Source: an optimization exercise on an open RTL-to-GDS flow (aim: small area, a short achievable clock period and few clock cycles). Production flows keep margins and buffers that such runs may drop. Function was checked by simulation only, so behaviour that the tests miss may differ from the original.

**design/flow/run.sh**
```bash
#!/bin/bash
# synth_recipe.tcl (not shown) runs the flow's synth.tcl, then flattens the netlist and writes it again
# the make line also repeats each setting of config.mk as NAME=value (left out here)
make -C /OpenROAD-flow-scripts/flow DESIGN_CONFIG=/design/flow/config.mk WORK_HOME=/design/flow/orfs CLKGATE_MAP_FILE= SYNTH_SCRIPT=/design/flow/synth_recipe.tcl finish
```
**design/flow/config.mk**
```make
export PLATFORM = sky130hd
export DESIGN_NAME = feedforward
export DESIGN_NICKNAME = feedforward
export VERILOG_FILES = /design/flow/design.v
export SDC_FILE = /design/flow/constraint.sdc
export NUM_CORES = 4
export LEC_CHECK = 0
export CAP_MARGIN = 20
export CORE_MARGIN = 2
export CORE_UTILIZATION = 40
export SLEW_MARGIN = 20
```
**design/flow/constraint.sdc**
```tcl
create_clock -name core_clock -period 10.0 [get_ports {clk}]
set_input_delay 2.0000 -clock core_clock [delete_from_list [all_inputs] [get_ports {clk}]]
set_output_delay 2.0000 -clock core_clock [all_outputs]
set_load 0.01 [all_outputs]
```
**design/flow/design.v**
```verilog
module fmul_core(
    input  [23:0]       mx,
    input  [23:0]       my,
    input  signed [9:0] ex,      
    input  signed [9:0] ey,
    output [23:0]       m,
    output              g,
    output              st,
    output signed [9:0] e
    );
    wire [47:0] p = mx * my;
    assign m  = p[47] ? p[47:24] : p[46:23];
    assign g  = p[47] ? p[23]    : p[22];
    assign st = p[47] ? (|p[22:0]) : (|p[21:0]);
    assign e  = ex + ey - 10'sd126 - {9'd0, ~p[47]};
endmodule
module fadd_front(
    input  [31:0] x,
    input  [31:0] y,
    output [27:0] sum,
    output [7:0]  eb,      
    output        sign
    );
    wire        swap = y[30:0] > x[30:0];
    wire [31:0] b    = swap ? y : x;
    wire [31:0] a    = swap ? x : y;
    wire        hb   = |b[30:23];
    wire        ha   = |a[30:23];
    wire [7:0]  ea   = ha ? a[30:23] : 8'd1;
    wire [7:0]  d    = eb - ea;
    wire [26:0] mb   = {hb, b[22:0], 3'b000};
    wire [26:0] ma   = {ha, a[22:0], 3'b000};
    assign eb = hb ? b[30:23] : 8'd1;
    reg  [26:0] sa;
    always @* begin
        if (d > 26)
            sa = {26'd0, |ma};
        else
            sa = (ma >> d[4:0]) | {26'd0, |(ma & ~({27{1'b1}} << d[4:0]))};
    end
    wire sub = x[31] ^ y[31];
    assign sum  = sub ? {1'b0, mb} - {1'b0, sa} : {1'b0, mb} + {1'b0, sa};
    assign sign = b[31];
endmodule
module fadd_back(
    input  [27:0] sum,
    input  [7:0]  eb,
    input         sign,
    output [31:0] z
    );
    wire [9:0]  e0  = {2'b00, eb} + {9'd0, sum[27]};
    wire [25:0] v   = sum[27] ? sum[27:2] : sum[26:1];
    wire        st  = sum[27] ? (sum[1] | sum[0]) : sum[0];
    reg [4:0] lz;
    integer i;
    always @* begin
        lz = 26;
        for (i = 0; i < 26; i = i + 1)
            if (v[i]) lz = 25 - i;
    end
    wire [9:0]  lim = e0 - 10'd1;
    wire [4:0]  k   = ({5'd0, lz} > lim) ? lim[4:0] : lz;
    wire [25:0] vn  = v << k;
    wire [9:0]  e1  = (v == 0) ? 10'd1 : e0 - {5'd0, k};
    wire [23:0] m   = vn[25:2];
    wire        g   = vn[1];
    wire        r   = vn[0];
    wire        up  = g & (r | st | m[0]);
    wire [24:0] mr  = {1'b0, m} + {24'd0, up};
    wire [9:0]  e2  = e1 + {9'd0, mr[24]};
    wire [7:0]  ef  = (e2 == 10'd1 && !mr[23]) ? 8'd0 : e2[7:0];
    assign z = {sign, ef, mr[22:0]};
endmodule
module fround(
    input         s,
    input  [9:0]  e,
    input  [23:0] m,
    input         g,
    input         st,
    output [31:0] z
    );
    wire        up = g & (st | m[0]);
    wire [24:0] mr = {1'b0, m} + {24'd0, up};
    wire [7:0]  ef = e[7:0] + {7'd0, mr[24]};
    assign z = {s, ef, mr[22:0]};
endmodule
module relu(
    input  [31:0] x,
    output [31:0] z
    );
    wire clip = x[31] | (x[30:0] == 0);
    assign z = clip ? {x[31], 31'd0} : x;
endmodule
module feedforward(
    input [31:0] x1, x2, x3, x4,
    input [31:0] w1, w2, w3, w4,
    input clk,
    input rst,
    output wire [31:0] result,
    output wire done
    );
    localparam D_SR = 2'd0, D_UA = 2'd1, D_UB = 2'd2, D_RES = 2'd3;
    function [7:0] order;
        input [3:0] n;
        case (n)
            4'd0:  order = 8'b00000000;
            4'd1:  order = 8'b00000000;
            4'd2:  order = 8'b00000001;
            4'd3:  order = 8'b00000100;
            4'd4:  order = 8'b00000010;
            4'd5:  order = 8'b00001000;
            4'd6:  order = 8'b00001001;
            4'd7:  order = 8'b00100100;
            4'd8:  order = 8'b00000011;
            4'd9:  order = 8'b00001100;
            4'd10: order = 8'b00001101;
            4'd11: order = 8'b00110100;
            4'd12: order = 8'b00001110;
            4'd13: order = 8'b00001110;
            4'd14: order = 8'b00011110;
            default: order = 8'b11100100;
        endcase
    endfunction
    wire [3:0] nin = {(x4[30:0] != 0) && (w4[30:0] != 0),
                      (x3[30:0] != 0) && (w3[30:0] != 0),
                      (x2[30:0] != 0) && (w2[30:0] != 0),
                      (x1[30:0] != 0) && (w1[30:0] != 0)};
    wire sgn1 = x1[31] ^ w1[31];
    reg [3:0] nz;        
    reg [3:0] t;         
    reg       fin;       
    reg       v1;        
    reg       d1;        
    reg       v3;        
    reg [1:0] d3;        
    wire [7:0] ordr = order(nz);
    wire [2:0] kk   = {2'b00, nz[0]} + {2'b00, nz[1]} + {2'b00, nz[2]} + {2'b00, nz[3]};
    wire       lf   = nz[0] & nz[1];
    wire s2_act = !fin && (((kk == 3'd4) && (t == 4'd3 || t == 4'd5 || t == 4'd7)) ||
                           ((kk == 3'd3) && (t == 4'd3 || t == 4'd5)) ||
                           ((kk == 3'd2) && (t == 4'd3)) ||
                           ((kk == 3'd1) && (t == 4'd2)));
    wire opa_sr   = (kk == 3'd4) && (t == 4'd7);
    wire opb_zero = (kk == 3'd1);
    wire [1:0] s2_dest = (kk == 3'd4) ? ((t == 4'd3) ? D_SR : (t == 4'd5) ? D_UB : D_RES) :
                         (kk == 3'd3) ? ((t == 4'd3) ? (lf ? D_UA : D_UB) : D_RES) : D_RES;
    wire d1_next = (t == 4'd2) ? ((kk == 3'd4) ? 1'b0 : lf) : 1'b1;
    reg [23:0] nx, ny;
    reg signed [9:0] ex, ey;
    reg        ps;
    reg        ua_s, ub_s;
    reg [9:0]  ua_e, ub_e;
    reg [23:0] ua_m, ub_m;
    reg        ua_g, ub_g, ua_st, ub_st, ua_t, ub_t;
    reg [27:0] as_sum;
    reg [7:0]  as_eb;
    reg        as_sign, as_za;
    reg [31:0] sr;
    wire stall_n = v1 & (~nx[23] | ~ny[23]);
    wire stall_t = s2_act & ((~opa_sr & ua_t) | (~opb_zero & ub_t));
    wire adv     = !fin && !(stall_n | stall_t);
    reg [1:0] sel;
    always @* begin
        if (rst)
            sel = order(nin) & 2'b11;
        else case (t[1:0])
            2'd1:    sel = ordr[3:2];
            2'd2:    sel = ordr[5:4];
            default: sel = ordr[7:6];
        endcase
    end
    reg [31:0] ox, ow;
    always @* begin
        case (sel)
            2'd0: begin ox = x1; ow = w1; end
            2'd1: begin ox = x2; ow = w2; end
            2'd2: begin ox = x3; ow = w3; end
            default: begin ox = x4; ow = w4; end
        endcase
    end
    wire hx = |ox[30:23];
    wire hw = |ow[30:23];
    wire [23:0] pm;
    wire        pg, pst;
    wire signed [9:0] pe;
    fmul_core mc(.mx(nx), .my(ny), .ex(ex), .ey(ey), .m(pm), .g(pg), .st(pst), .e(pe));
    wire ptiny = pe[9] | (pe == 10'd0);
    wire [31:0] ra, rb;
    fround fra(.s(ua_s), .e(ua_e), .m(ua_m), .g(ua_g), .st(ua_st), .z(ra));
    fround frb(.s(ub_s), .e(ub_e), .m(ub_m), .g(ub_g), .st(ub_st), .z(rb));
    wire [31:0] opa = opa_sr ? sr : ra;
    wire [31:0] opb = opb_zero ? 32'd0 : rb;
    wire [27:0] fsum;
    wire [7:0]  feb;
    wire        fsign;
    fadd_front ff(.x(opa), .y(opb), .sum(fsum), .eb(feb), .sign(fsign));
    wire [31:0] sz;
    fadd_back fb(.sum(as_sum), .eb(as_eb), .sign(as_sign), .z(sz));
    wire outz = (sz[30:0] == 0);
    wire ovr  = !nz[0] && outz && (!nz[1] || as_za);
    wire [31:0] rv;
    relu rl(.x({ovr ? sgn1 : sz[31], sz[30:0]}), .z(rv));
    wire w3a = adv && v3 && (d3 == D_UA);
    wire w3b = adv && v3 && (d3 == D_UB);
    wire w1a = adv && v1 && !d1;
    wire w1b = adv && v1 && d1;
    always @(posedge clk) begin
        if (rst) begin
            nz  <= nin;
            t   <= 4'd1;
            fin <= 1'b0;
            v1  <= |nin;
            d1  <= 1'b0;
            v3  <= 1'b0;
            d3  <= D_SR;
        end else if (adv) begin
            t  <= t + 4'd1;
            v1 <= ({1'b0, t} < {2'b00, kk});
            d1 <= d1_next;
            v3 <= s2_act;
            d3 <= s2_dest;
            if ((v3 && d3 == D_RES) || kk == 3'd0)
                fin <= 1'b1;
        end
    end
    always @(posedge clk) begin
        if (rst || adv) begin
            nx <= {hx, ox[22:0]};
            ny <= {hw, ow[22:0]};
            ex <= hx ? {2'b00, ox[30:23]} : 10'sd1;
            ey <= hw ? {2'b00, ow[30:23]} : 10'sd1;
            ps <= ox[31] ^ ow[31];
        end else if (stall_n) begin
            if (!nx[23]) begin
                nx <= nx << 1;
                ex <= ex - 10'sd1;
            end
            if (!ny[23]) begin
                ny <= ny << 1;
                ey <= ey - 10'sd1;
            end
        end
    end
    always @(posedge clk) begin
        if (w1a) begin
            ua_s <= ps; ua_e <= pe; ua_m <= pm; ua_g <= pg; ua_st <= pst; ua_t <= ptiny;
        end else if (w3a) begin
            ua_s <= sz[31]; ua_e <= {2'b00, sz[30:23]}; ua_m <= {1'b0, sz[22:0]};
            ua_g <= 1'b0; ua_st <= 1'b0; ua_t <= 1'b0;
        end else if (stall_t && !opa_sr && ua_t) begin
            ua_m <= ua_m >> 1; ua_g <= ua_m[0]; ua_st <= ua_st | ua_g;
            ua_e <= ua_e + 10'd1; ua_t <= ua_e[9];
        end
    end
    always @(posedge clk) begin
        if (w1b) begin
            ub_s <= ps; ub_e <= pe; ub_m <= pm; ub_g <= pg; ub_st <= pst; ub_t <= ptiny;
        end else if (w3b) begin
            ub_s <= sz[31]; ub_e <= {2'b00, sz[30:23]}; ub_m <= {1'b0, sz[22:0]};
            ub_g <= 1'b0; ub_st <= 1'b0; ub_t <= 1'b0;
        end else if (stall_t && !opb_zero && ub_t) begin
            ub_m <= ub_m >> 1; ub_g <= ub_m[0]; ub_st <= ub_st | ub_g;
            ub_e <= ub_e + 10'd1; ub_t <= ub_e[9];
        end
    end
    always @(posedge clk) begin
        if (adv) begin
            as_sum  <= fsum;
            as_eb   <= feb;
            as_sign <= fsign;
            as_za   <= (opa[30:0] == 0);
        end
    end
    always @(posedge clk) begin
        if (adv && v3 && d3 == D_SR)
            sr <= sz;
        else if (adv && v3 && d3 == D_RES)
            sr <= rv;
        else if (adv && kk == 3'd0)
            sr <= {sgn1, 31'd0};
    end
    assign result = sr;
    assign done   = fin;
endmodule
```
==> results.py, run 1 <==
metrics = {
    "outcome": {
        "status": "complete, but fails checks",
        "violations": "negative setup slack",
    },
    "global_route": {
        "antenna_found_initial": 7,
        "grt_pass1_vias": 44620,
        "grt_remaining_overflow": 0,
        "grt_use_total_pct": 29.88,
        "grt_pass1_wl_mm": 268.5,
        "grt_max_degree": 94,
    },
    "clock_tree": {
        "clock_path_buffers": 3,
        "htreeDepth": 1,
        "cts.sinks": 234,
        "cts_tree": "built",
        "clock_latency_ps": 670,
        "root_buffer": "clkbuf_16",
        "cts_buffers": 30,
        "path_clk_slew_ps": 60,
        "holdBufCountCts": 0,
    },
    "die": {
        "die_y_um": 340.6,
        "chipWidth_um": 340.6,
        "rows": 123,
        "start_util_pct": 40.29,
        "core-area_um2": 112500,
        "io_pins": 291,
        "die_area_um2": 116000,
    },
    "timing": {
        "setup_viol": 10,
        "relSlewSlack_pct": 22.68,
        "holdWs_ps": 578.3,
        "finalMaxSlewViolations": 0,
        "worst_pin_slew_ps": 1159,
        "period_share_pct": 101.7,
        "rsz0062_at_grt": "yes",
        "fmax_mhz": 98.36,
        "finalClockSkew_ps": 60.00,
        "hold_viol": 0,
        "finalCriticalPeriod_ps": 10170,
        "worst_slack_ps": -166.4,
    },
    "yosys": {
        "synth_top_family_by_area": "adder cells",
        "async_flop_share_pct": 0,
        "synthXorXnorAreaFrac_pct": 3.671,
        "synth_compound_area_share_pct": 14.67,
        "synth_mux_area_share_pct": 7.150,
        "synth-seq-area-share_pct": 15.19,
        "synth_fa_ha_area_share_pct": 30.43,
        "syn-instance-count": 5476,
        "ys.flop_type": "edfxtp_1",
        "synthSimpleGateAreaFrac_pct": 20.74,
        "ys_warn_count": 3,
        "synth_seq_cells": 234,
        "yosysUniqueCellTypes": 106,
        "postSynthAreaPerCell_um2": 8.277,
        "synth-edff-count": 220,
        "syn-num-nets": 6542,
        "syn_area_um2": 45330,
    },
    "detailed_routing": {
        "drc": 0,
        "num_vias": 44000,
        "drt.antenna.violating_nets": 0,
        "via_per_inst": 5.572,
        "drt-initial-drc-count": 3477,
        "wirelength_mm": 176.5,
        "drt-pass1-iter-count": 6,
        "post_drt_wl_per_cell_um": 22.36,
    },
    "run": {
        "maxCapViolations": 0,
    },
    "placed_design": {
        "dp_hpwl_mm": 147.3,
        "place.gp.congestion": 1.010,
        "post-place-ws_ps": -1062,
        "port_buffers": 290,
        "dp.cells": 7731,
    },
    "setup_path": {
        "required_ps": 10410,
        "cp.arrival_ps": 10570,
        "critPathMaxFanout": 8,
        "cp-end-kind": "register",
        "crit_type": "register to register",
        "cp-start-kind": "register",
        "slowest_delay_ps": 560,
        "crit_slowest_cell": "fa_1",
    },
    "finish": {
        "fin_cells": 7896,
        "final_nets": 7433,
        "area_growth_pct": 29.97,
    },
    "worst_hold_path": {
        "min_path_type": "register to register",
    },
}
-- per-stage QoR --
stage	instance area, µm²	setup TNS [ps]	util (%)
2_1_floorplan	45780	-842.5	-
3_3_place_gp	55550	-11160	49.38
3_5_place_dp	55550	-13900	49.38
4_1_cts	58020	-2166	51.57
5_1_grt	58910	-7932	52.37
6_report	58910	-1081	52.37
-- final timing paths --
| kind | slack (ps) | to | from | cells after the start |
|---|---|---|---|---|
| max | -170 | as_sum[25] | nz[3] | 50 |
| max reg2reg | -170 | as_sum[25] | nz[3] | 50 |
| min | 580 | d1 | d1 | 2 |
| min reg2reg | 580 | d1 | d1 | 2 |
-- cells by family after synthesis --
logic type | after synthesis
AND/OR/NAND/NOR | 1928
XOR/XNOR | 190
AO/OA/AOI/OAI | 1039
flip-flops | 234
buffers and inverters | 970
multiplexers | 306
adder cells (fa/ha/maj) | 809
-- layer usage --
| layer | share of wire [%] | GRT usage, % | up-vias | wire (µm) |
|---|---|---|---|---|
| met1 | 40 | 37.16 | 21530 | 71300 |
| met5 | 0 | 0 | - | 0 |
| met3 | 6.1 | 3.866 | 337 | 10770 |
| met2 | 48 | 51.22 | 1653 | 84240 |
| met4 | 5.8 | 14.36 | 0 | 10220 |
| li1 | - | - | 20480 | - |
-- Yosys cell counts, drive strengths merged, types with 16 or more instances --
cell / n / area share (%)
o31ai: 19 / 0.31
a31oi: 25 / 0.35
a211oi: 76 / 1.3
nor3: 111 / 1.3
o21ai: 332 / 3.7
nand3b: 48 / 0.80
o22ai: 25 / 0.35
o21a: 20 / 0.33
mux2i: 203 / 4.5
and3: 27 / 0.37
or2: 16 / 0.22
inv: 656 / 5.4
clkbuf: 270 / 2.2
nand2b: 43 / 0.59
xnor2: 117 / 2.3
a21oi: 251 / 2.8
nor2: 308 / 2.6
edfxtp: 220 / 15
ha: 319 / 8.8
nand3: 95 / 1.1
nand4: 74 / 1.0
and4: 18 / 0.35
fa: 489 / 22
nor2b: 49 / 0.68
mux2: 100 / 2.5
nand2: 758 / 6.3
buf: 44 / 0.49
xor2: 73 / 1.4
or3: 29 / 0.40
and2: 226 / 3.1
a21o: 54 / 0.89
nor4: 89 / 1.3
o211ai: 43 / 0.75
o21bai: 20 / 0.33
-- critical path, delay by kind of cell, from the launching register on --
kind            cells  cell delay [ps]
flops               1              420
fa+ha+maj           7             2010
mux                 1              300
simple gates       15             2750
xor+xnor            2              380
compound gates     19             3220
buf+inv             6              800
-- area by class of cell --
class                           instances  area (µm²)
Clock inverter                         21       336.6
Multi-Input combinational cell       4274       36280
Fill cell                           10570       53590
Tap cell                             1500        1877
Clock buffer                           34       765.7
Inverter                              656        2462
Timing Repair Buffer                 1171       10290
Antenna cell                            6       15.01
Sequential cell                       234        6887
-- repair_timing --
item	CTS	global route
setup endpoints to repair	28	64
pin swaps	149	142
cloned	4	1
resized for setup	170	136
buffers inserted	77	36
Testbench counts, summed over its fixed seeds: cycles 3,567.
==> run 2, diff against run 1 <==
--- a/design/flow/design.v
+++ b/design/flow/design.v
@@ -1,25 +1,67 @@
 module fmul_core(
     input  [23:0]       mx,
     input  [23:0]       my,
-    input  signed [9:0] ex,      
-    input  signed [9:0] ey,
+    input  signed [9:0] es,      
     output [23:0]       m,
     output              g,
     output              st,
-    output signed [9:0] e
+    output signed [9:0] e,
+    output              tiny     
     );
-    wire [47:0] p = mx * my;
+    wire [26:0] yy = {3'b000, my};    
+    wire [12:0] one, two, neg;
+    genvar i;
+    generate
+        for (i = 0; i < 13; i = i + 1) begin : dig
+            wire y2 = yy[2*i+1];
+            wire y1 = yy[2*i];
+            wire y0;
+            if (i == 0) begin : lo
+                assign y0 = 1'b0;
+            end else begin : hi
+                assign y0 = yy[2*i-1];
+            end
+            assign one[i] = y1 ^ y0;
+            assign two[i] = (y2 & ~y1 & ~y0) | (~y2 & y1 & y0);
+            assign neg[i] = y2;
+        end
+    endgenerate
+    wire [47:0] row [0:12];
+    generate
+        for (i = 0; i < 13; i = i + 1) begin : pp
+            wire [24:0] a = one[i] ? {1'b0, mx} : (two[i] ? {mx, 1'b0} : 25'd0);
+            wire [25:0] r = {~neg[i], a ^ {25{neg[i]}}};
+            assign row[i] = {22'd0, r} << (2 * i);
+        end
+    endgenerate
+    wire [47:0] negs;
+    generate
+        for (i = 0; i < 48; i = i + 1) begin : nb
+            if (i % 2 == 0 && i / 2 < 13) begin : on
+                assign negs[i] = neg[i/2];
+            end else begin : off
+                assign negs[i] = 1'b0;
+            end
+        end
+    endgenerate
+    wire [47:0] p = row[0] + row[1] + row[2] + row[3] + row[4] + row[5] + row[6] +
+                    row[7] + row[8] + row[9] + row[10] + row[11] + row[12] +
+                    negs + 48'h555556000000;
     assign m  = p[47] ? p[47:24] : p[46:23];
     assign g  = p[47] ? p[23]    : p[22];
     assign st = p[47] ? (|p[22:0]) : (|p[21:0]);
-    assign e  = ex + ey - 10'sd126 - {9'd0, ~p[47]};
+    wire signed [9:0] es1 = es - 10'sd1;
+    assign e    = p[47] ? es : es1;
+    assign tiny = p[47] ? (es < 10'sd1) : (es < 10'sd2);
 endmodule
 module fadd_front(
     input  [31:0] x,
     input  [31:0] y,
     output [27:0] sum,
     output [7:0]  eb,      
-    output        sign
+    output        sign,
+    output [4:0]  lim,     
+    output        nolim    
     );
     wire        swap = y[30:0] > x[30:0];
     wire [31:0] b    = swap ? y : x;
@@ -31,6 +73,9 @@
     wire [26:0] mb   = {hb, b[22:0], 3'b000};
     wire [26:0] ma   = {ha, a[22:0], 3'b000};
     assign eb = hb ? b[30:23] : 8'd1;
+    wire [7:0] ebm1 = eb - 8'd1;
+    assign lim   = ebm1[4:0];
+    assign nolim = ebm1 > 8'd25;
     reg  [26:0] sa;
     always @* begin
         if (d > 26)
@@ -46,6 +91,8 @@
     input  [27:0] sum,
     input  [7:0]  eb,
     input         sign,
+    input  [4:0]  lim,
+    input         nolim,
     output [31:0] z
     );
     wire [9:0]  e0  = {2'b00, eb} + {9'd0, sum[27]};
@@ -58,8 +105,7 @@
         for (i = 0; i < 26; i = i + 1)
             if (v[i]) lz = 25 - i;
     end
-    wire [9:0]  lim = e0 - 10'd1;
-    wire [4:0]  k   = ({5'd0, lz} > lim) ? lim[4:0] : lz;
+    wire [4:0]  k   = (!nolim && lz > lim) ? lim : lz;
     wire [25:0] vn  = v << k;
     wire [9:0]  e1  = (v == 0) ? 10'd1 : e0 - {5'd0, k};
     wire [23:0] m   = vn[25:2];
@@ -136,17 +182,31 @@
     wire [7:0] ordr = order(nz);
     wire [2:0] kk   = {2'b00, nz[0]} + {2'b00, nz[1]} + {2'b00, nz[2]} + {2'b00, nz[3]};
     wire       lf   = nz[0] & nz[1];
-    wire s2_act = !fin && (((kk == 3'd4) && (t == 4'd3 || t == 4'd5 || t == 4'd7)) ||
-                           ((kk == 3'd3) && (t == 4'd3 || t == 4'd5)) ||
-                           ((kk == 3'd2) && (t == 4'd3)) ||
-                           ((kk == 3'd1) && (t == 4'd2)));
-    wire opa_sr   = (kk == 3'd4) && (t == 4'd7);
-    wire opb_zero = (kk == 3'd1);
-    wire [1:0] s2_dest = (kk == 3'd4) ? ((t == 4'd3) ? D_SR : (t == 4'd5) ? D_UB : D_RES) :
-                         (kk == 3'd3) ? ((t == 4'd3) ? (lf ? D_UA : D_UB) : D_RES) : D_RES;
+    function [4:0] ctl;
+        input [3:0] n;
+        input [3:0] tt;
+        reg [2:0] k;
+        reg act, asr, bz;
+        reg [1:0] dst;
+        begin
+            k   = {2'b00, n[0]} + {2'b00, n[1]} + {2'b00, n[2]} + {2'b00, n[3]};
+            act = ((k == 3'd4) && (tt == 4'd3 || tt == 4'd5 || tt == 4'd7)) ||
+                  ((k == 3'd3) && (tt == 4'd3 || tt == 4'd5)) ||
+                  ((k == 3'd2) && (tt == 4'd3)) ||
+                  ((k == 3'd1) && (tt == 4'd2));
+            asr = (k == 3'd4) && (tt == 4'd7);
+            bz  = (k == 3'd1);
+            dst = (k == 3'd4) ? ((tt == 4'd3) ? D_SR : (tt == 4'd5) ? D_UB : D_RES) :
+                  (k == 3'd3) ? ((tt == 4'd3) ? ((n[0] & n[1]) ? D_UA : D_UB) : D_RES) : D_RES;
+            ctl = {act, asr, bz, dst};
+        end
+    endfunction
+    reg       s2_act, opa_sr, opb_zero;
+    reg [1:0] s2_dest;
+    wire [4:0] ctl_next = rst ? ctl(nin, 4'd1) : ctl(nz, t + 4'd1);
     wire d1_next = (t == 4'd2) ? ((kk == 3'd4) ? 1'b0 : lf) : 1'b1;
     reg [23:0] nx, ny;
-    reg signed [9:0] ex, ey;
+    reg signed [9:0] es;    
     reg        ps;
     reg        ua_s, ub_s;
     reg [9:0]  ua_e, ub_e;
@@ -155,6 +215,8 @@
     reg [27:0] as_sum;
     reg [7:0]  as_eb;
     reg        as_sign, as_za;
+    reg [4:0]  as_lim;
+    reg        as_nolim;
     reg [31:0] sr;
     wire stall_n = v1 & (~nx[23] | ~ny[23]);
     wire stall_t = s2_act & ((~opa_sr & ua_t) | (~opb_zero & ub_t));
@@ -180,11 +242,12 @@
     end
     wire hx = |ox[30:23];
     wire hw = |ow[30:23];
+    wire [9:0] es_in = (hx ? {2'b00, ox[30:23]} : 10'd1) + (hw ? {2'b00, ow[30:23]} : 10'd1) - 10'd126;
     wire [23:0] pm;
     wire        pg, pst;
     wire signed [9:0] pe;
-    fmul_core mc(.mx(nx), .my(ny), .ex(ex), .ey(ey), .m(pm), .g(pg), .st(pst), .e(pe));
-    wire ptiny = pe[9] | (pe == 10'd0);
+    wire        ptiny;
+    fmul_core mc(.mx(nx), .my(ny), .es(es), .m(pm), .g(pg), .st(pst), .e(pe), .tiny(ptiny));
     wire [31:0] ra, rb;
     fround fra(.s(ua_s), .e(ua_e), .m(ua_m), .g(ua_g), .st(ua_st), .z(ra));
     fround frb(.s(ub_s), .e(ub_e), .m(ub_m), .g(ub_g), .st(ub_st), .z(rb));
@@ -193,9 +256,11 @@
     wire [27:0] fsum;
     wire [7:0]  feb;
     wire        fsign;
-    fadd_front ff(.x(opa), .y(opb), .sum(fsum), .eb(feb), .sign(fsign));
+    wire [4:0]  flim;
+    wire        fnolim;
+    fadd_front ff(.x(opa), .y(opb), .sum(fsum), .eb(feb), .sign(fsign), .lim(flim), .nolim(fnolim));
     wire [31:0] sz;
-    fadd_back fb(.sum(as_sum), .eb(as_eb), .sign(as_sign), .z(sz));
+    fadd_back fb(.sum(as_sum), .eb(as_eb), .sign(as_sign), .lim(as_lim), .nolim(as_nolim), .z(sz));
     wire outz = (sz[30:0] == 0);
     wire ovr  = !nz[0] && outz && (!nz[1] || as_za);
     wire [31:0] rv;
@@ -213,7 +278,9 @@
             d1  <= 1'b0;
             v3  <= 1'b0;
             d3  <= D_SR;
+            {s2_act, opa_sr, opb_zero, s2_dest} <= ctl_next;
         end else if (adv) begin
+            {s2_act, opa_sr, opb_zero, s2_dest} <= ctl_next;
             t  <= t + 4'd1;
             v1 <= ({1'b0, t} < {2'b00, kk});
             d1 <= d1_next;
@@ -227,18 +294,12 @@
         if (rst || adv) begin
             nx <= {hx, ox[22:0]};
             ny <= {hw, ow[22:0]};
-            ex <= hx ? {2'b00, ox[30:23]} : 10'sd1;
-            ey <= hw ? {2'b00, ow[30:23]} : 10'sd1;
+            es <= es_in;
             ps <= ox[31] ^ ow[31];
         end else if (stall_n) begin
-            if (!nx[23]) begin
-                nx <= nx << 1;
-                ex <= ex - 10'sd1;
-            end
-            if (!ny[23]) begin
-                ny <= ny << 1;
-                ey <= ey - 10'sd1;
-            end
+            if (!nx[23]) nx <= nx << 1;
+            if (!ny[23]) ny <= ny << 1;
+            es <= es - {9'd0, ~nx[23]} - {9'd0, ~ny[23]};
         end
     end
     always @(posedge clk) begin
@@ -269,6 +330,8 @@
             as_eb   <= feb;
             as_sign <= fsign;
             as_za   <= (opa[30:0] == 0);
+            as_lim  <= flim;
+            as_nolim <= fnolim;
         end
     end
     always @(posedge clk) begin
==> run 2 against run 1 <==
Against the previous run: still fails the layout checks on negative setup slack; design area shrank 3.7%; sequential share of layout area grew 0.50 points; die area grew 0.95%; first-iteration DRC count grew 64%; global-route usage grew 2.5 points; wire length grew 12%; clock skew shrank 26 ps; critical path type unchanged.
==> results.py, run 2 <==
metrics = {
    "clock_tree": {
        "cts_tree": "built",
        "cts_buffers": 31,
        "clock_path_buffers": 3,
        "path_clk_slew_ps": 60,
        "holdBufCountCts": 0,
        "root_buffer": "clkbuf_16",
        "clock_latency_ps": 650,
        "cts.sinks": 235,
        "htreeDepth": 1,
    },
    "finish": {
        "num-fill-cells": 11020,
        "final_nets": 7597,
        "multi_input_area_um2": 37230,
        "seq_area_um2": 6917,
        "area_growth_pct": 24.00,
    },
    "setup_path": {
        "cpMostUsedCell": "buf_4",
        "required_ps": 10380,
        "cp-start-kind": "register",
        "critPathMaxFanout": 7,
        "cp-end-kind": "register",
        "slowest_delay_ps": 540,
        "crit_type": "register to register",
        "crit_slowest_cell": "or4_4",
        "cp_num_buf_inv": 16,
        "crit_family": "simple AND/OR/NAND/NOR gates",
        "cp.arrival_ps": 10810,
    },
    "global_route": {
        "grt_pass1_vias": 47280,
        "grt_pass1_wl_mm": 294.9,
        "grt_use_total_pct": 32.34,
        "grt_remaining_overflow": 0,
        "grt_max_degree": 92,
        "antenna_found_initial": 3,
    },
    "yosys": {
        "yosys.area.top_type": "edfxtp_1",
        "synth.most_common_cell": "nand2_1",
        "yosys.area.top_type_share_pct": 14.50,
        "syn_area_um2": 45760,
        "syn-instance-count": 6317,
        "synth-seq-area-share_pct": 15.11,
        "synth-edff-count": 221,
        "synth_seq_cells": 235,
        "syn-num-nets": 7122,
        "ys_warn_count": 4,
        "ys.flop_type": "edfxtp_1",
        "postSynthAreaPerCell_um2": 7.244,
        "ys_top_cells_by_area": "edfxtp_1 (15%), fa_1 (10%), nand2_1 (9.2%)",
        "async_flop_share_pct": 0,
        "synth_top_cells_by_count": "nand2_1 (1124), a21oi_1 (510), o21ai_0 (481)",
        "yosysUniqueCellTypes": 113,
    },
    "die": {
        "io_pins": 291,
        "start_util_pct": 40.18,
        "die_area_um2": 117100,
        "rows": 124,
        "core-area_um2": 113900,
        "die_y_um": 342.2,
        "chipWidth_um": 342.2,
    },
    "run": {
        "maxCapViolations": 0,
    },
    "timing": {
        "period_share_pct": 104.3,
        "finalClockSkew_ps": 33.71,
        "rsz0062_at_grt": "yes",
        "fin_setup_tns_ps": -2311,
        "holdWs_ps": 496.6,
        "worst_pin_slew_ps": 1144,
        "relSlewSlack_pct": 23.07,
        "finalMaxSlewViolations": 0,
        "setup_viol": 9,
        "hold_viol": 0,
        "worst_slack_ps": -433.4,
        "finalCriticalPeriod_ps": 10430,
        "fmax_mhz": 95.85,
    },
    "placed_design": {
        "dp_hpwl_mm": 154.7,
        "port_buffers": 290,
        "post-place-ws_ps": -529.2,
        "place.gp.congestion": 1.045,
    },
    "worst_hold_path": {
        "min_path_type": "register to register",
    },
    "detailed_routing": {
        "drt-pass1-iter-count": 8,
        "num_vias": 50790,
        "drt-initial-drc-count": 5700,
        "wirelength_mm": 197.4,
        "drt.antenna.violating_nets": 0,
        "drc": 0,
        "via_per_inst": 6.098,
        "post_drt_wl_per_cell_um": 23.70,
    },
    "outcome": {
        "violations": "negative setup slack",
        "status": "complete, but fails checks",
    },
}
run 2: cell count changes after synthesis, moves of 155 or more:
cell,delta
nand2_1,+366
inv_1,-330
a21oi_1,+262
fa_1,-260
clkbuf_1,+175
a221oi_1,+167
nor2_1,+155
run 2: tightest hold or removal path: stages (launching register included):
cell and delay [ps]:
edfxtp_1 320, mux2i_1 70, nor2_1 80
run 2: stage by stage:
step | instance area (µm²) | cells | util, %
2_1_floorplan | 46130 | 6317 | -
3_3_place_gp | 53470 | 8185 | 46.96
3_5_place_dp | 53470 | 8185 | 46.96
4_1_cts | 55280 | 8298 | 48.54
5_1_grt | 56740 | 8328 | 49.82
6_report | 56740 | 8329 | 49.83
run 2: cell type report:
| cell class | count | share of cell area [%] |
|---|---|---|
| clock buffer | 47 | 1.638 |
| clock inverter | 10 | 0.1455 |
| sequential | 235 | 12.19 |
| antenna | 1 | 0.004410 |
| tap | 1512 | 3.334 |
| multi-input combinational | 5215 | 65.62 |
| timing repair buffer | 982 | 14.90 |
| inverter | 327 | 2.172 |
run 2: repair_timing:
action / in CTS / in global routing
cloned: 2 / 2
pin swaps: 29 / 162
resized for setup: 79 / 294
endpoints found under the hold margin: 0 / 0
buffers inserted: 55 / 31
setup endpoints to repair: 83 / 130
run 2: cell families after synthesis:
logic type | Yosys count | synth area share (%)
fa+ha+maj | 548 | 18.73
flops | 235 | 15.11
buf+inv | 868 | 7.369
mux | 197 | 4.738
simple gates | 2395 | 23.77
compound gates | 1854 | 26.05
xor+xnor | 220 | 4.227
run 2: final timing paths:
| check | from | endpoint | slack, ps | depth (start not counted) |
|---|---|---|---|---|
| min reg2reg | s2_dest[0] | d3[0] | 500 | 2 |
| max reg2reg | ua_m[0] | as_sum[13] | -430 | 59 |
| min | s2_dest[0] | d3[0] | 500 | 2 |
| max | ua_m[0] | as_sum[13] | -430 | 59 |
run 2: per-layer routing:
layer | vias to the layer above | routed length, µm | track usage, %
met1 | 24030 | 77940 | 41.24
met5 | - | 0 | 0
met2 | 2670 | 90590 | 52.84
met4 | 0 | 13230 | 18.29
met3 | 479 | 15650 | 4.006
li1 | 23610 | - | -
Testbench counts of run 2, summed over its fixed seeds: cycles 3,567.
==> run 3, diff against run 2 <==
--- a/design/flow/design.v
+++ b/design/flow/design.v
@@ -49,30 +49,77 @@
                     negs + 48'h555556000000;
     assign m  = p[47] ? p[47:24] : p[46:23];
     assign g  = p[47] ? p[23]    : p[22];
-    assign st = p[47] ? (|p[22:0]) : (|p[21:0]);
+    reg [4:0] tx, ty;
+    integer j;
+    always @* begin
+        tx = 0;
+        ty = 0;
+        for (j = 23; j >= 0; j = j - 1) begin
+            if (mx[j]) tx = j;
+            if (my[j]) ty = j;
+        end
+    end
+    wire [5:0] tz = {1'b0, tx} + {1'b0, ty};
+    assign st = p[47] ? (tz <= 6'd22) : (tz <= 6'd21);
     wire signed [9:0] es1 = es - 10'sd1;
     assign e    = p[47] ? es : es1;
     assign tiny = p[47] ? (es < 10'sd1) : (es < 10'sd2);
 endmodule
+module finc #(parameter W = 24) (
+    input  [W-1:0] x,
+    input          c,
+    output [W:0]   z
+    );
+    genvar i;
+    generate
+        for (i = 0; i <= W; i = i + 1) begin : b
+            if (i == 0) begin : l
+                assign z[i] = x[0] ^ c;
+            end else if (i == W) begin : t
+                assign z[i] = c & (&x);
+            end else begin : m
+                assign z[i] = x[i] ^ (c & (&x[i-1:0]));
+            end
+        end
+    endgenerate
+endmodule
 module fadd_front(
-    input  [31:0] x,
-    input  [31:0] y,
+    input         xs,
+    input  [30:0] xa,
+    input         xu,
+    input         ys,
+    input  [30:0] ya,
+    input         yu,
     output [27:0] sum,
     output [7:0]  eb,      
     output        sign,
     output [4:0]  lim,     
     output        nolim    
     );
-    wire        swap = y[30:0] > x[30:0];
-    wire [31:0] b    = swap ? y : x;
-    wire [31:0] a    = swap ? x : y;
-    wire        hb   = |b[30:23];
-    wire        ha   = |a[30:23];
-    wire [7:0]  ea   = ha ? a[30:23] : 8'd1;
-    wire [7:0]  d    = eb - ea;
-    wire [26:0] mb   = {hb, b[22:0], 3'b000};
-    wire [26:0] ma   = {ha, a[22:0], 3'b000};
-    assign eb = hb ? b[30:23] : 8'd1;
+    wire [31:0] px, py;
+    finc #(31) ix(.x(xa), .c(xu), .z(px));
+    finc #(31) iy(.x(ya), .c(yu), .z(py));
+    wire ovx = px[31];
+    wire ovy = py[31];
+    wire [31:0] xa1 = {1'b0, xa} + 32'd1;
+    wire gt  = ya > xa;
+    wire eq  = ya == xa;
+    wire eq1 = {1'b0, ya} == xa1;
+    wire sw0 = (gt & ~(eq1 & xu & ~yu)) | (eq & yu & ~xu);
+    wire swap = ovy ? 1'b0 : ovx ? ((|ya) | yu) : sw0;
+    wire [30:0] rx = px[30:0];
+    wire [30:0] ry = py[30:0];
+    wire hx = |rx[30:23];
+    wire hy = |ry[30:23];
+    wire [7:0] ex = hx ? rx[30:23] : 8'd1;
+    wire [7:0] ey = hy ? ry[30:23] : 8'd1;
+    wire [7:0] dxy = ex - ey;
+    wire [7:0] dyx = ey - ex;
+    wire [7:0] d = swap ? dyx : dxy;
+    wire [26:0] mb = swap ? {hy, ry[22:0], 3'b000} : {hx, rx[22:0], 3'b000};
+    wire [26:0] ma = swap ? {hx, rx[22:0], 3'b000} : {hy, ry[22:0], 3'b000};
+    assign eb   = swap ? ey : ex;
+    assign sign = swap ? ys : xs;
     wire [7:0] ebm1 = eb - 8'd1;
     assign lim   = ebm1[4:0];
     assign nolim = ebm1 > 8'd25;
@@ -83,9 +130,8 @@
         else
             sa = (ma >> d[4:0]) | {26'd0, |(ma & ~({27{1'b1}} << d[4:0]))};
     end
-    wire sub = x[31] ^ y[31];
-    assign sum  = sub ? {1'b0, mb} - {1'b0, sa} : {1'b0, mb} + {1'b0, sa};
-    assign sign = b[31];
+    wire sub = xs ^ ys;
+    assign sum = sub ? {1'b0, mb} - {1'b0, sa} : {1'b0, mb} + {1'b0, sa};
 endmodule
 module fadd_back(
     input  [27:0] sum,
@@ -112,24 +158,12 @@
     wire        g   = vn[1];
     wire        r   = vn[0];
     wire        up  = g & (r | st | m[0]);
-    wire [24:0] mr  = {1'b0, m} + {24'd0, up};
+    wire [24:0] mr;
+    finc #(24) im(.x(m), .c(up), .z(mr));
     wire [9:0]  e2  = e1 + {9'd0, mr[24]};
     wire [7:0]  ef  = (e2 == 10'd1 && !mr[23]) ? 8'd0 : e2[7:0];
     assign z = {sign, ef, mr[22:0]};
 endmodule
-module fround(
-    input         s,
-    input  [9:0]  e,
-    input  [23:0] m,
-    input         g,
-    input         st,
-    output [31:0] z
-    );
-    wire        up = g & (st | m[0]);
-    wire [24:0] mr = {1'b0, m} + {24'd0, up};
-    wire [7:0]  ef = e[7:0] + {7'd0, mr[24]};
-    assign z = {s, ef, mr[22:0]};
-endmodule
 module relu(
     input  [31:0] x,
     output [31:0] z
@@ -219,7 +253,7 @@
     reg        as_nolim;
     reg [31:0] sr;
     wire stall_n = v1 & (~nx[23] | ~ny[23]);
-    wire stall_t = s2_act & ((~opa_sr & ua_t) | (~opb_zero & ub_t));
+    wire stall_t = s2_act & ((~opa_sr & (ua_t | qa)) | (~opb_zero & (ub_t | qb)));
     wire adv     = !fin && !(stall_n | stall_t);
     reg [1:0] sel;
     always @* begin
@@ -248,17 +282,24 @@
     wire signed [9:0] pe;
     wire        ptiny;
     fmul_core mc(.mx(nx), .my(ny), .es(es), .m(pm), .g(pg), .st(pst), .e(pe), .tiny(ptiny));
-    wire [31:0] ra, rb;
-    fround fra(.s(ua_s), .e(ua_e), .m(ua_m), .g(ua_g), .st(ua_st), .z(ra));
-    fround frb(.s(ub_s), .e(ub_e), .m(ub_m), .g(ub_g), .st(ub_st), .z(rb));
-    wire [31:0] opa = opa_sr ? sr : ra;
-    wire [31:0] opb = opb_zero ? 32'd0 : rb;
+    wire ua_u = ua_g & (ua_st | ua_m[0]);
+    wire ub_u = ub_g & (ub_st | ub_m[0]);
+    wire qa = ~ua_m[23] & (&ua_m[22:0]) & ua_g;
+    wire qb = ~ub_m[23] & (&ub_m[22:0]) & ub_g;
+    wire        oas = opa_sr ? sr[31] : ua_s;
+    wire [30:0] oaa = opa_sr ? sr[30:0] : {ua_e[7:0], ua_m[22:0]};
+    wire        oau = opa_sr ? 1'b0 : ua_u;
+    wire        obs = opb_zero ? 1'b0 : ub_s;
+    wire [30:0] oba = opb_zero ? 31'd0 : {ub_e[7:0], ub_m[22:0]};
+    wire        obu = opb_zero ? 1'b0 : ub_u;
     wire [27:0] fsum;
     wire [7:0]  feb;
     wire        fsign;
     wire [4:0]  flim;
     wire        fnolim;
-    fadd_front ff(.x(opa), .y(opb), .sum(fsum), .eb(feb), .sign(fsign), .lim(flim), .nolim(fnolim));
+    fadd_front ff(.xs(oas), .xa(oaa), .xu(oau), .ys(obs), .ya(oba), .yu(obu),
+                  .sum(fsum), .eb(feb), .sign(fsign), .lim(flim), .nolim(fnolim));
+    wire opa_zero = ((oaa == 31'd0) & ~oau) | ((&oaa) & oau);
     wire [31:0] sz;
     fadd_back fb(.sum(as_sum), .eb(as_eb), .sign(as_sign), .lim(as_lim), .nolim(as_nolim), .z(sz));
     wire outz = (sz[30:0] == 0);
@@ -311,6 +352,8 @@
         end else if (stall_t && !opa_sr && ua_t) begin
             ua_m <= ua_m >> 1; ua_g <= ua_m[0]; ua_st <= ua_st | ua_g;
             ua_e <= ua_e + 10'd1; ua_t <= ua_e[9];
+        end else if (stall_t && !opa_sr && qa) begin
+            ua_m <= 24'h800000; ua_g <= 1'b0; ua_st <= 1'b0;
         end
     end
     always @(posedge clk) begin
@@ -322,6 +365,8 @@
         end else if (stall_t && !opb_zero && ub_t) begin
             ub_m <= ub_m >> 1; ub_g <= ub_m[0]; ub_st <= ub_st | ub_g;
             ub_e <= ub_e + 10'd1; ub_t <= ub_e[9];
+        end else if (stall_t && !opb_zero && qb) begin
+            ub_m <= 24'h800000; ub_g <= 1'b0; ub_st <= 1'b0;
         end
     end
     always @(posedge clk) begin
@@ -329,7 +374,7 @@
             as_sum  <= fsum;
             as_eb   <= feb;
             as_sign <= fsign;
-            as_za   <= (opa[30:0] == 0);
+            as_za   <= opa_zero;
             as_lim  <= flim;
             as_nolim <= fnolim;
         end
==> run 3 against run 2 <==
Against the previous run: still fails the layout checks on negative setup slack; core utilization decreased by 0.96 points; worst hold slack got worse by 4.7 ps; final cell count decreased by 1.9%; via count about the same; sequential share of layout area about the same; count of clock-buffer cells in the layout decreased by 14; sequential cell count unchanged; critical path type unchanged.
==> results.py, run 3 <==
metrics = {
    "timing": {
        "finalMaxSlewViolations": 0,
        "fmax_mhz": 96.24,
        "finalCriticalPeriod_ps": 10390,
        "period_share_pct": 103.9,
        "rsz0062_at_grt": "yes",
        "relSlewSlack_pct": 18.13,
        "setup_viol": 68,
        "worst_slack_ps": -390.4,
        "fin_setup_tns_ps": -15770,
        "worst_pin_slew_ps": 1215,
        "finalClockSkew_ps": 63.54,
        "hold_viol": 0,
    },
    "setup_path": {
        "r2r_end": "ua_m[20]",
        "cp-end-kind": "register",
        "r2r_setup_slack_ps": -390,
        "cp.arrival_ps": 10840,
        "required_ps": 10450,
        "slowest_delay_ps": 580,
        "cpMostUsedCell": "a21oi_2",
        "crit_type": "register to register",
        "crit_slowest_cell": "fa_2",
        "critPathMaxFanout": 6,
        "critPathLaunch": "ny[1]",
        "r2r_start": "ny[1]",
        "cp-start-kind": "register",
        "rr_worst_depth": 45,
    },
    "worst_hold_path": {
        "min_from": "s2_dest[0]",
        "hold_end": "d3[0]",
        "min_path_type": "register to register",
        "hold_path_depth": 2,
    },
    "finish": {
        "postLayoutCellArea_um2": 56560,
        "utilization_pct": 48.87,
        "fin_cells": 8174,
        "final_nets": 7411,
        "area_growth_pct": 21.51,
    },
    "placed_design": {
        "dp_hpwl_mm": 164.5,
        "placed_area_um2": 54310,
        "port_buffers": 290,
        "dp.cells": 8071,
        "place.gp.congestion": 1.027,
    },
    "die": {
        "rows": 125,
        "die_y_um": 345.1,
        "start_util_pct": 40.22,
        "chipWidth_um": 345.1,
        "core-area_um2": 115700,
        "io_pins": 291,
        "die_area_um2": 119100,
    },
    "yosys": {
        "ys.flop_type": "edfxtp_1",
        "ys_warn_count": 4,
        "synth.most_common_cell": "nand2_1",
        "synth-edff-count": 221,
        "ys_top_cells_by_area": "edfxtp_1 (14%), fa_1 (9.9%), ha_1 (8.1%)",
        "synth_top_cells_by_count": "nand2_1 (794), nor2_1 (521), a21oi_1 (482)",
        "yosys.area.top_type": "edfxtp_1",
        "syn_area_um2": 46540,
        "postSynthAreaPerCell_um2": 7.525,
        "synth-seq-area-share_pct": 14.86,
        "async_flop_share_pct": 0,
        "syn-num-nets": 6974,
        "syn-instance-count": 6185,
        "yosys.area.top_type_share_pct": 14.26,
        "yosysUniqueCellTypes": 124,
        "synth_seq_cells": 235,
    },
    "global_route": {
        "grt_pass1_vias": 49050,
        "grt_use_total_pct": 33.32,
        "grt_pass1_wl_mm": 309.6,
        "grt_remaining_overflow": 0,
        "antenna_found_initial": 7,
        "grt_max_degree": 93,
    },
    "outcome": {
        "violations": "negative setup slack",
        "status": "complete, but fails checks",
    },
    "detailed_routing": {
        "drt-initial-drc-count": 5755,
        "post_drt_wl_per_cell_um": 25.25,
        "drt-pass1-iter-count": 6,
        "via_per_inst": 6.215,
        "drc": 0,
        "wirelength_mm": 206.4,
        "drt.antenna.violating_nets": 0,
        "num_vias": 50800,
    },
    "clock_tree": {
        "cts_buffers": 30,
        "root_buffer": "clkbuf_16",
        "clock_latency_ps": 640,
        "cts_tree": "built",
        "path_clk_slew_ps": 60,
        "cts.sinks": 235,
        "clock_path_buffers": 3,
        "htreeDepth": 1,
        "holdBufCountCts": 0,
    },
    "run": {
        "maxCapViolations": 0,
    },
}
run 3: layout make-up:
| class | count | area, µm² |
|---|---|---|
| diodes | 4 | 10.01 |
| clock buffers | 33 | 762.0 |
| clock inverters | 23 | 270.3 |
| fillers | 11390 | 59180 |
| inverters | 328 | 1232 |
| multi-input cells | 5080 | 37320 |
| flip-flops and latches | 235 | 6917 |
| well taps | 1524 | 1907 |
| repair buffers | 947 | 8138 |
run 3: logic make-up after synthesis:
| family | synth area share, % |
|---|---|
| DFF | 14.86 |
| and+or+nand+nor | 21.82 |
| AOI/OAI and AO/OA | 25.03 |
| adders and majority gates | 18.01 |
| buffers and inverters | 7.293 |
| xor gates and xnor gates | 5.608 |
| muxes | 7.379 |
run 3: worst max-delay path, delay by kind of cell, from the launching register on:
family                   cells  cell delay [ps]
AO/OA/AOI/OAI               29             4880
XOR/XNOR                     2              380
AND/OR/NAND/NOR              3              850
flip-flops                   1              500
buffers and inverters        4              620
adder cells (fa/ha/maj)      7             2980
run 3: metal layers:
metal	share of wire, %	track usage (%)	vias up
met5	0.0058	0	-
met4	6.7	18.73	2
met3	8.2	4.992	512
met2	46	55.17	2666
met1	39	41.45	24290
li1	-	-	23340
run 3: worst max path at each step:
stage / slack [ps] / cells after the start / end
final: -390 / 45 / ua_m[20]
after global placement: -390 / 47 / ua_m[11]
after global routing: -910 / 49 / ua_m[21]
after detailed placement: -480 / 48 / ua_m[11]
after floorplan: 4 / 48 / ua_m[14]
after CTS: -300 / 45 / ua_m[20]
run 3: stage by stage:
| step | hold slack [ps] | setup WS [ps] |
|---|---|---|
| 6_report | 491.9 | -390.4 |
| 4_1_cts | 498.5 | -301.4 |
| 3_5_place_dp | 482.2 | -478.4 |
| 5_1_grt | 546.6 | -907.1 |
| 2_1_floorplan | 457.2 | 3.934 |
| 3_3_place_gp | 472.2 | -387.6 |
run 3: timing repair:
action,in CTS,in global routing
gates cloned,2,1
buffers inserted,15,25
endpoints found under the setup margin,96,111
pin swaps,40,69
resized for setup,104,103
Testbench counts of run 3, summed over its fixed seeds: cycles 3,567.
